This is an optimization exercise on Yosys and OpenROAD, whose aim is small area, a short achievable clock period and few clock cycles, not a production implementation. Where RTL was checked, it was by simulation tests only, not by an equivalence proof against the original. Power and IR drop assume default switching activity.

==> wip/raven <==
==> flow/design.v <==
module	ARM_RegisterFile
	(input logic		i_CLK, i_RESET,
	input logic			i_Write_Enable,
	input logic[3:0]	i_Address_ToWrite,
	input logic[31:0]	i_Write_Data,
	input logic[3:0]	i_Address_ToRead1,
	input logic			i_Read1_PC,
	input logic[3:0]	i_Address_ToRead2,
	input logic[31:0]	i_R15,
	output logic[31:0]	o_Read_Data1, o_Read_Data2);
	logic[31:0]			s_Regs[14:0];
	logic[14:0]			s_Valid;
	logic[14:0]			s_Write;
	logic[15:0]			s_Sel1, s_Sel2;
	always_comb
	begin
		for (int i = 0; i < 15; i++)
			s_Write[i] = i_Write_Enable & (i_Address_ToWrite == i);
	end
	always_ff	@(posedge i_CLK, posedge i_RESET)
	begin
		if (i_RESET)	s_Valid <= 15'd0;
		else			s_Valid <= s_Valid | s_Write;
	end
	always_ff	@(posedge i_CLK)
	begin
		for (int i = 0; i < 15; i++)
			if (s_Write[i])	s_Regs[i] <= i_Write_Data;
	end
	always_comb
	begin
		for (int i = 0; i < 15; i++)
		begin
			s_Sel1[i] = ~i_Read1_PC & (i_Address_ToRead1 == i) & s_Valid[i];
			s_Sel2[i] = (i_Address_ToRead2 == i) & s_Valid[i];
		end
		s_Sel1[15] = i_Read1_PC | (i_Address_ToRead1 == 4'd15);
		s_Sel2[15] = (i_Address_ToRead2 == 4'd15);
		o_Read_Data1 = {32{s_Sel1[15]}} & i_R15;
		o_Read_Data2 = {32{s_Sel2[15]}} & i_R15;
		for (int i = 0; i < 15; i++)
		begin
			o_Read_Data1 = o_Read_Data1 | ({32{s_Sel1[i]}} & s_Regs[i]);
			o_Read_Data2 = o_Read_Data2 | ({32{s_Sel2[i]}} & s_Regs[i]);
		end
	end
endmodule
module	ARM_PrefixAdder
	#(parameter	Width	= 32)
	(input logic[(Width - 1):0]		i_A, i_B,
	input logic						i_Cin,
	output logic[(Width - 1):0]		o_Sum,
	output logic					o_Cout);
	localparam	Levels = $clog2(Width + 1);
	logic[Width:0]		s_G[Levels:0];
	logic[Width:0]		s_P[Levels:0];
	logic[(Width - 1):0]	s_X;
	assign s_X = i_A ^ i_B;
	assign s_G[0] = {i_A & i_B, i_Cin};
	assign s_P[0] = {s_X, 1'b0};
	genvar	l, k;
	generate
		for (l = 0; l < Levels; l++)
		begin : level
			for (k = 0; k <= Width; k++)
			begin : bit_k
				if (k >= (1 << l))
				begin
					assign s_G[l + 1][k] = s_G[l][k] | (s_P[l][k] & s_G[l][k - (1 << l)]);
					assign s_P[l + 1][k] = s_P[l][k] & s_P[l][k - (1 << l)];
				end
				else
				begin
					assign s_G[l + 1][k] = s_G[l][k];
					assign s_P[l + 1][k] = s_P[l][k];
				end
			end
		end
	endgenerate
	assign o_Sum	= s_X ^ s_G[Levels][(Width - 1):0];
	assign o_Cout	= s_G[Levels][Width];
endmodule
module	ARM_PrefixIncrementer
	#(parameter	Width	= 20)
	(input logic[(Width - 1):0]		i_A,
	input logic						i_Inc,
	output logic[(Width - 1):0]		o_Sum);
	localparam	Levels = $clog2(Width);
	logic[(Width - 1):0]	s_P[Levels:0];
	assign s_P[0] = {i_A[(Width - 2):0], 1'b1};
	genvar	l, k;
	generate
		for (l = 0; l < Levels; l++)
		begin : level
			for (k = 0; k < Width; k++)
			begin : bit_k
				if (k >= (1 << l))
					assign s_P[l + 1][k] = s_P[l][k] & s_P[l][k - (1 << l)];
				else
					assign s_P[l + 1][k] = s_P[l][k];
			end
		end
	endgenerate
	assign o_Sum = i_A ^ ({Width{i_Inc}} & s_P[Levels]);
endmodule
module	ARM_ConditionCheck
	(input logic[3:0]	i_Cond,
	input logic			i_N, i_Z, i_C, i_V,
	output logic		o_Pass);
	logic		s_Base;
	always_comb
	begin
		case (i_Cond[3:1])
			3'b000:		s_Base = i_Z;
			3'b001:		s_Base = i_C;
			3'b010:		s_Base = i_N;
			3'b011:		s_Base = i_V;
			3'b100:		s_Base = i_C & ~i_Z;
			3'b101:		s_Base = i_N == i_V;
			3'b110:		s_Base = ~i_Z & (i_N == i_V);
			default:	s_Base = 1'b1;
		endcase
	end
	assign o_Pass = (i_Cond == 4'b1110) | (s_Base ^ i_Cond[0]);
endmodule
module ARM_SingleCycle_CPU
	#(parameter	BusWidth	= 32)
	(input logic		i_CLK, i_RESET,
	input logic[(BusWidth - 1):0]	i_Instr,
	output logic[(BusWidth - 1):0]	o_PC,
	output logic[(BusWidth - 1):0]	o_Data_Address,
	output logic					o_Mem_Write,
	output logic[(BusWidth - 1):0]	o_Write_Data,
	input logic[(BusWidth - 1):0]	i_Read_Data);
	logic[3:0]	s_Cond, s_Cmd, s_Rn, s_Rd, s_Rm;
	logic[1:0]	s_Op;
	logic		s_I, s_S;
	assign s_Cond	= i_Instr[31:28];
	assign s_Op		= i_Instr[27:26];
	assign s_I		= i_Instr[25];
	assign s_Cmd	= i_Instr[24:21];
	assign s_S		= i_Instr[20];
	assign s_Rn		= i_Instr[19:16];
	assign s_Rd		= i_Instr[15:12];
	assign s_Rm		= i_Instr[3:0];
	logic		s_DP, s_Mem, s_Branch, s_Load;
	assign s_DP		= ~s_Op[1] & ~s_Op[0];
	assign s_Mem	= ~s_Op[1] &  s_Op[0];
	assign s_Branch	=  s_Op[1];
	assign s_Load	= s_Mem & s_S;
	logic		s_Sub, s_Logic, s_Cmp;
	assign s_Sub	= s_DP & s_Cmd[1];
	assign s_Logic	= s_DP & ~s_Cmd[1] & (s_Cmd[3] == s_Cmd[2]);
	assign s_Cmp	= s_Cmd[3] & s_Cmd[1];
	logic[31:0]	s_PC;
	logic		s_N, s_Z, s_C, s_V;
	logic[31:0]	s_PC_Plus4, s_PC_Plus8;
	assign s_PC_Plus4 = s_PC + 32'd4;
	assign s_PC_Plus8 = s_PC + 32'd8;
	logic		s_Cond_Pass;
	ARM_ConditionCheck	ConditionCheck
		(s_Cond, s_N, s_Z, s_C, s_V, s_Cond_Pass);
	logic[31:0]	s_RD1, s_RD2, s_Result;
	logic		s_Reg_Write;
	logic[3:0]	s_RA2;
	assign s_RA2 = s_Op[0] ? s_Rd : s_Rm;
	ARM_RegisterFile	RegisterFile
		(i_CLK, i_RESET,
		s_Reg_Write, s_Rd, s_Result,
		s_Rn, s_Branch, s_RA2,
		s_PC_Plus8,
		s_RD1, s_RD2);
	logic[31:0]	s_B, s_B_X;
	always_comb
	begin
		case (s_Op)
			2'b00:		s_B = s_I ? {24'b0, i_Instr[7:0]} : s_RD2;
			default:	s_B = {{6{i_Instr[23]}}, i_Instr[23:0], 2'b00};
		endcase
	end
	assign s_B_X = s_B ^ {32{s_Sub}};
	logic[11:0]	s_Addr_Lo;
	logic		s_Addr_C;
	logic[19:0]	s_Addr_Hi;
	ARM_PrefixAdder	#(12)	Address_Adder
		(s_RD1[11:0], i_Instr[11:0], 1'b0,
		s_Addr_Lo, s_Addr_C);
	ARM_PrefixIncrementer	#(20)	Address_Incrementer
		(s_RD1[31:12], s_Addr_C,
		s_Addr_Hi);
	logic[31:0]	s_Sum;
	logic		s_Carry;
	ARM_PrefixAdder	#(32)	ALU_Adder
		(s_RD1, s_B_X, s_Sub,
		s_Sum, s_Carry);
	logic[31:0]	s_ALU;
	assign s_ALU = s_Logic ? (s_Cmd[3] ? (s_RD1 | s_B) : (s_RD1 & s_B)) : s_Sum;
	assign s_Result = s_Load ? i_Read_Data : s_ALU;
	logic		s_Flag_N, s_Flag_Z, s_Flag_C, s_Flag_V;
	assign s_Flag_N = s_ALU[31];
	logic[31:0]	s_Zero_Bits;
	assign s_Zero_Bits = (s_RD1 ^ s_B_X) ^ {s_RD1[30:0] | s_B_X[30:0], s_Sub};
	assign s_Flag_Z = s_Logic ? ~|(s_Cmd[3] ? (s_RD1 | s_B) : (s_RD1 & s_B)) : ~|s_Zero_Bits;
	assign s_Flag_C = s_Carry;
	assign s_Flag_V = (s_RD1[31] == s_B_X[31]) & (s_Sum[31] != s_RD1[31]);
	logic		s_Flag_Write;
	assign s_Flag_Write = s_Cond_Pass & s_DP & s_S;
	always_ff	@(posedge i_CLK, posedge i_RESET)
	begin
		if (i_RESET)
		begin
			s_N <= 1'b0;
			s_Z <= 1'b0;
			s_C <= 1'b0;
			s_V <= 1'b0;
		end
		else if (s_Flag_Write)
		begin
			s_N <= s_Flag_N;
			s_Z <= s_Flag_Z;
			if (~s_Logic)
			begin
				s_C <= s_Flag_C;
				s_V <= s_Flag_V;
			end
		end
	end
	logic		s_Writes_Rd, s_PC_Src;
	assign s_Writes_Rd	= (s_DP & ~s_Cmp) | s_Load;
	assign s_Reg_Write	= s_Cond_Pass & s_Writes_Rd;
	assign s_PC_Src		= s_Cond_Pass & (s_Branch | ((s_DP | s_Load) & (s_Rd == 4'd15)));
	always_ff	@(posedge i_CLK, posedge i_RESET)
	begin
		if (i_RESET)	s_PC <= 32'd0;
		else			s_PC <= s_PC_Src ? s_Result : s_PC_Plus4;
	end
	assign o_PC				= s_PC;
	assign o_Data_Address	= {s_Addr_Hi, s_Addr_Lo};
	assign o_Mem_Write		= s_Cond_Pass & s_Mem & ~s_S;
	assign o_Write_Data		= s_RD2;
endmodule
==> flow/run.sh <==
#!/bin/bash
# synth_recipe.tcl (not shown) runs the flow's synth.tcl, then flattens the netlist and writes it again
# the make line also repeats each setting of config.mk as NAME=value (left out here)
make -C /OpenROAD-flow-scripts/flow DESIGN_CONFIG=/design/flow/config.mk WORK_HOME=/design/flow/orfs CLKGATE_MAP_FILE= SYNTH_SCRIPT=/design/flow/synth_recipe.tcl finish
==> flow/config.mk <==
export PLATFORM = sky130hd
export DESIGN_NAME = ARM_SingleCycle_CPU
export DESIGN_NICKNAME = ARM_SingleCycle_CPU
export VERILOG_FILES = /design/flow/design.v
export SDC_FILE = /design/flow/constraint.sdc
export NUM_CORES = 4
export LEC_CHECK = 0
export CAP_MARGIN = 20
export CORE_MARGIN = 2
export CORE_UTILIZATION = 40
export CTS_BUF_LIST = sky130_fd_sc_hd__clkbuf_8
export PLACE_DENSITY = 0.6
export SETUP_SLACK_MARGIN = 5
export SLEW_MARGIN = 20
export SYNTH_HIERARCHICAL = 1
==> flow/constraint.sdc <==
create_clock -name core_clock -period 14.0 [get_ports {i_CLK}]
set_input_delay 2.8000 -clock core_clock [delete_from_list [all_inputs] [get_ports {i_CLK}]]
set_output_delay 2.8000 -clock core_clock [all_outputs]
set_load 0.01 [all_outputs]
==> wip/tundra (differences from wip/raven) <==
--- a/flow/design.v
+++ b/flow/design.v
@@ -46,60 +46,2 @@
 	end
-endmodule
-module	ARM_PrefixAdder
-	#(parameter	Width	= 32)
-	(input logic[(Width - 1):0]		i_A, i_B,
-	input logic						i_Cin,
-	output logic[(Width - 1):0]		o_Sum,
-	output logic					o_Cout);
-	localparam	Levels = $clog2(Width + 1);
-	logic[Width:0]		s_G[Levels:0];
-	logic[Width:0]		s_P[Levels:0];
-	logic[(Width - 1):0]	s_X;
-	assign s_X = i_A ^ i_B;
-	assign s_G[0] = {i_A & i_B, i_Cin};
-	assign s_P[0] = {s_X, 1'b0};
-	genvar	l, k;
-	generate
-		for (l = 0; l < Levels; l++)
-		begin : level
-			for (k = 0; k <= Width; k++)
-			begin : bit_k
-				if (k >= (1 << l))
-				begin
-					assign s_G[l + 1][k] = s_G[l][k] | (s_P[l][k] & s_G[l][k - (1 << l)]);
-					assign s_P[l + 1][k] = s_P[l][k] & s_P[l][k - (1 << l)];
-				end
-				else
-				begin
-					assign s_G[l + 1][k] = s_G[l][k];
-					assign s_P[l + 1][k] = s_P[l][k];
-				end
-			end
-		end
-	endgenerate
-	assign o_Sum	= s_X ^ s_G[Levels][(Width - 1):0];
-	assign o_Cout	= s_G[Levels][Width];
-endmodule
-module	ARM_PrefixIncrementer
-	#(parameter	Width	= 20)
-	(input logic[(Width - 1):0]		i_A,
-	input logic						i_Inc,
-	output logic[(Width - 1):0]		o_Sum);
-	localparam	Levels = $clog2(Width);
-	logic[(Width - 1):0]	s_P[Levels:0];
-	assign s_P[0] = {i_A[(Width - 2):0], 1'b1};
-	genvar	l, k;
-	generate
-		for (l = 0; l < Levels; l++)
-		begin : level
-			for (k = 0; k < Width; k++)
-			begin : bit_k
-				if (k >= (1 << l))
-					assign s_P[l + 1][k] = s_P[l][k] & s_P[l][k - (1 << l)];
-				else
-					assign s_P[l + 1][k] = s_P[l][k];
-			end
-		end
-	endgenerate
-	assign o_Sum = i_A ^ ({Width{i_Inc}} & s_P[Levels]);
 endmodule
@@ -177,2 +119,3 @@
 			2'b00:		s_B = s_I ? {24'b0, i_Instr[7:0]} : s_RD2;
+			2'b01:		s_B = {20'b0, i_Instr[11:0]};
 			default:	s_B = {{6{i_Instr[23]}}, i_Instr[23:0], 2'b00};
@@ -181,18 +124,6 @@
 	assign s_B_X = s_B ^ {32{s_Sub}};
-	logic[11:0]	s_Addr_Lo;
-	logic		s_Addr_C;
-	logic[19:0]	s_Addr_Hi;
-	ARM_PrefixAdder	#(12)	Address_Adder
-		(s_RD1[11:0], i_Instr[11:0], 1'b0,
-		s_Addr_Lo, s_Addr_C);
-	ARM_PrefixIncrementer	#(20)	Address_Incrementer
-		(s_RD1[31:12], s_Addr_C,
-		s_Addr_Hi);
-	logic[31:0]	s_Sum;
-	logic		s_Carry;
-	ARM_PrefixAdder	#(32)	ALU_Adder
-		(s_RD1, s_B_X, s_Sub,
-		s_Sum, s_Carry);
+	logic[32:0]	s_Sum;
+	assign s_Sum = {1'b0, s_RD1} + {1'b0, s_B_X} + {32'b0, s_Sub};
 	logic[31:0]	s_ALU;
-	assign s_ALU = s_Logic ? (s_Cmd[3] ? (s_RD1 | s_B) : (s_RD1 & s_B)) : s_Sum;
+	assign s_ALU = s_Logic ? (s_Cmd[3] ? (s_RD1 | s_B) : (s_RD1 & s_B)) : s_Sum[31:0];
 	assign s_Result = s_Load ? i_Read_Data : s_ALU;
@@ -200,6 +131,4 @@
 	assign s_Flag_N = s_ALU[31];
-	logic[31:0]	s_Zero_Bits;
-	assign s_Zero_Bits = (s_RD1 ^ s_B_X) ^ {s_RD1[30:0] | s_B_X[30:0], s_Sub};
-	assign s_Flag_Z = s_Logic ? ~|(s_Cmd[3] ? (s_RD1 | s_B) : (s_RD1 & s_B)) : ~|s_Zero_Bits;
-	assign s_Flag_C = s_Carry;
+	assign s_Flag_Z = ~|s_ALU;
+	assign s_Flag_C = s_Sum[32];
 	assign s_Flag_V = (s_RD1[31] == s_B_X[31]) & (s_Sum[31] != s_RD1[31]);
@@ -237,3 +166,3 @@
 	assign o_PC				= s_PC;
-	assign o_Data_Address	= {s_Addr_Hi, s_Addr_Lo};
+	assign o_Data_Address	= s_Sum[31:0];
 	assign o_Mem_Write		= s_Cond_Pass & s_Mem & ~s_S;
Settings changed: CTS_BUF_LIST sky130_fd_sc_hd__clkbuf_8 to unset, SETUP_SLACK_MARGIN 5 to unset, SYNTH_HIERARCHICAL 1 to unset.
==> wip/sierra (differences from wip/raven) <==
--- a/flow/design.v
+++ b/flow/design.v
@@ -46,60 +46,2 @@
 	end
-endmodule
-module	ARM_PrefixAdder
-	#(parameter	Width	= 32)
-	(input logic[(Width - 1):0]		i_A, i_B,
-	input logic						i_Cin,
-	output logic[(Width - 1):0]		o_Sum,
-	output logic					o_Cout);
-	localparam	Levels = $clog2(Width + 1);
-	logic[Width:0]		s_G[Levels:0];
-	logic[Width:0]		s_P[Levels:0];
-	logic[(Width - 1):0]	s_X;
-	assign s_X = i_A ^ i_B;
-	assign s_G[0] = {i_A & i_B, i_Cin};
-	assign s_P[0] = {s_X, 1'b0};
-	genvar	l, k;
-	generate
-		for (l = 0; l < Levels; l++)
-		begin : level
-			for (k = 0; k <= Width; k++)
-			begin : bit_k
-				if (k >= (1 << l))
-				begin
-					assign s_G[l + 1][k] = s_G[l][k] | (s_P[l][k] & s_G[l][k - (1 << l)]);
-					assign s_P[l + 1][k] = s_P[l][k] & s_P[l][k - (1 << l)];
-				end
-				else
-				begin
-					assign s_G[l + 1][k] = s_G[l][k];
-					assign s_P[l + 1][k] = s_P[l][k];
-				end
-			end
-		end
-	endgenerate
-	assign o_Sum	= s_X ^ s_G[Levels][(Width - 1):0];
-	assign o_Cout	= s_G[Levels][Width];
-endmodule
-module	ARM_PrefixIncrementer
-	#(parameter	Width	= 20)
-	(input logic[(Width - 1):0]		i_A,
-	input logic						i_Inc,
-	output logic[(Width - 1):0]		o_Sum);
-	localparam	Levels = $clog2(Width);
-	logic[(Width - 1):0]	s_P[Levels:0];
-	assign s_P[0] = {i_A[(Width - 2):0], 1'b1};
-	genvar	l, k;
-	generate
-		for (l = 0; l < Levels; l++)
-		begin : level
-			for (k = 0; k < Width; k++)
-			begin : bit_k
-				if (k >= (1 << l))
-					assign s_P[l + 1][k] = s_P[l][k] & s_P[l][k - (1 << l)];
-				else
-					assign s_P[l + 1][k] = s_P[l][k];
-			end
-		end
-	endgenerate
-	assign o_Sum = i_A ^ ({Width{i_Inc}} & s_P[Levels]);
 endmodule
@@ -181,18 +123,10 @@
 	assign s_B_X = s_B ^ {32{s_Sub}};
-	logic[11:0]	s_Addr_Lo;
-	logic		s_Addr_C;
+	logic[12:0]	s_Addr_Lo;
 	logic[19:0]	s_Addr_Hi;
-	ARM_PrefixAdder	#(12)	Address_Adder
-		(s_RD1[11:0], i_Instr[11:0], 1'b0,
-		s_Addr_Lo, s_Addr_C);
-	ARM_PrefixIncrementer	#(20)	Address_Incrementer
-		(s_RD1[31:12], s_Addr_C,
-		s_Addr_Hi);
-	logic[31:0]	s_Sum;
-	logic		s_Carry;
-	ARM_PrefixAdder	#(32)	ALU_Adder
-		(s_RD1, s_B_X, s_Sub,
-		s_Sum, s_Carry);
+	assign s_Addr_Lo = {1'b0, s_RD1[11:0]} + {1'b0, i_Instr[11:0]};
+	assign s_Addr_Hi = s_RD1[31:12] + {19'b0, s_Addr_Lo[12]};
+	logic[32:0]	s_Sum;
+	assign s_Sum = {1'b0, s_RD1} + {1'b0, s_B_X} + {32'b0, s_Sub};
 	logic[31:0]	s_ALU;
-	assign s_ALU = s_Logic ? (s_Cmd[3] ? (s_RD1 | s_B) : (s_RD1 & s_B)) : s_Sum;
+	assign s_ALU = s_Logic ? (s_Cmd[3] ? (s_RD1 | s_B) : (s_RD1 & s_B)) : s_Sum[31:0];
 	assign s_Result = s_Load ? i_Read_Data : s_ALU;
@@ -200,6 +134,4 @@
 	assign s_Flag_N = s_ALU[31];
-	logic[31:0]	s_Zero_Bits;
-	assign s_Zero_Bits = (s_RD1 ^ s_B_X) ^ {s_RD1[30:0] | s_B_X[30:0], s_Sub};
-	assign s_Flag_Z = s_Logic ? ~|(s_Cmd[3] ? (s_RD1 | s_B) : (s_RD1 & s_B)) : ~|s_Zero_Bits;
-	assign s_Flag_C = s_Carry;
+	assign s_Flag_Z = ~|s_ALU;
+	assign s_Flag_C = s_Sum[32];
 	assign s_Flag_V = (s_RD1[31] == s_B_X[31]) & (s_Sum[31] != s_RD1[31]);
@@ -237,3 +169,3 @@
 	assign o_PC				= s_PC;
-	assign o_Data_Address	= {s_Addr_Hi, s_Addr_Lo};
+	assign o_Data_Address	= {s_Addr_Hi, s_Addr_Lo[11:0]};
 	assign o_Mem_Write		= s_Cond_Pass & s_Mem & ~s_S;
Settings changed: CTS_BUF_LIST sky130_fd_sc_hd__clkbuf_8 to unset, SYNTH_HIERARCHICAL 1 to unset.
==> qor summary <==
quantity	wip/raven	wip/sierra	wip/tundra
Mux cell area share after synthesis	0.0115	0.0149	0.0112
Outcome	failed layout checks	complete, no violations	complete, no violations
Reasons for failing layout checks	max-capacitance violations, max-slew violations	-	-
Flop2flop setup slack	6.90 ns	6.41 ns	6.13 ns
Startpoint of the lowest-slack hold path	RegisterFile.s_Valid[4]	s_C	s_C
Synthesized area per cell	9.70 um2	11.3 um2	11.7 um2
Cts repair resizes	211	272	0
Count of clock-net buffers in the final layout	97	68	62
Switching Share	0.404	0.387	0.387
Growth of design area from synthesis to finish	20.5%	23.0%	17.8%
Fraction of synthesized cell area taken by the top area cell type	0.444	0.499	0.508
Slew Limit Headroom	-0.0931	0.204	0.160
Adder and majority cell fraction of the synthesized area	0.0407	0.0259	0.0209
Maximum fanout count along the critical path	7	6	17
Number of vias in the routed layout	31.3k	27.2k	26.1k
GRT met1 Usage	0.456	0.462	0.511
Max-slew violation count	44	0	0
Clock group power	1.46 mW	1.41 mW	1.45 mW
Average routed wire per standard cell	32.4 um	37.4 um	41.7 um
Max VDD drop	0.0719 mV	0.0933 mV	0.108 mV
Final standard cell count with taps included and fillers excluded	4709	3771	3587
Drt via density	6.64	7.20	7.28
Testbench counts of wip/sierra, summed over its fixed seeds: cycles 76,800.
The RTL of wip/raven and wip/tundra was laid out without a check of its function.

separate check: timing with driven ports:
How much do the figures lean on ideal ports? The routed layouts below were timed once more, with nothing changed but the port constraints. Step 1 (the two cells are an assumption about what drives the block):
set clk [get_ports {i_CLK}]
set_driving_cell -lib_cell sky130_fd_sc_hd__clkbuf_16 $clk
set_driving_cell -lib_cell sky130_fd_sc_hd__buf_2 [delete_from_list [all_inputs] $clk]
Step 2 times the ports against the registers' clock, not the clock port: input delays grow and output delays shrink by t, the midpoint of the rising clock arrivals with the driver on. a / b / c = ideal / step 1 / step 2; a / b = the first two.
run	shift t [ns]	slack for setup (ns)	worst hold slack (ns)	worst setup path at the end	worst register clock-pin slew, ns
wip/raven	0.783	4.390 / 4.176 / 4.176	0.504 / 0.504 / 0.504	input to output	0.07 / 0.07
wip/tundra	0.681	0.701 / 0.677 / 0.677	0.514 / 0.514 / 0.514	input to output	0.07 / 0.07
wip/sierra	0.681	3.763 / 3.644 / 3.644	0.528 / 0.528 / 0.528	input to output	0.07 / 0.07
The setup slack of wip/raven, which loses most, moves by -0.214 ns with the drivers and by -0.214 ns with both steps.
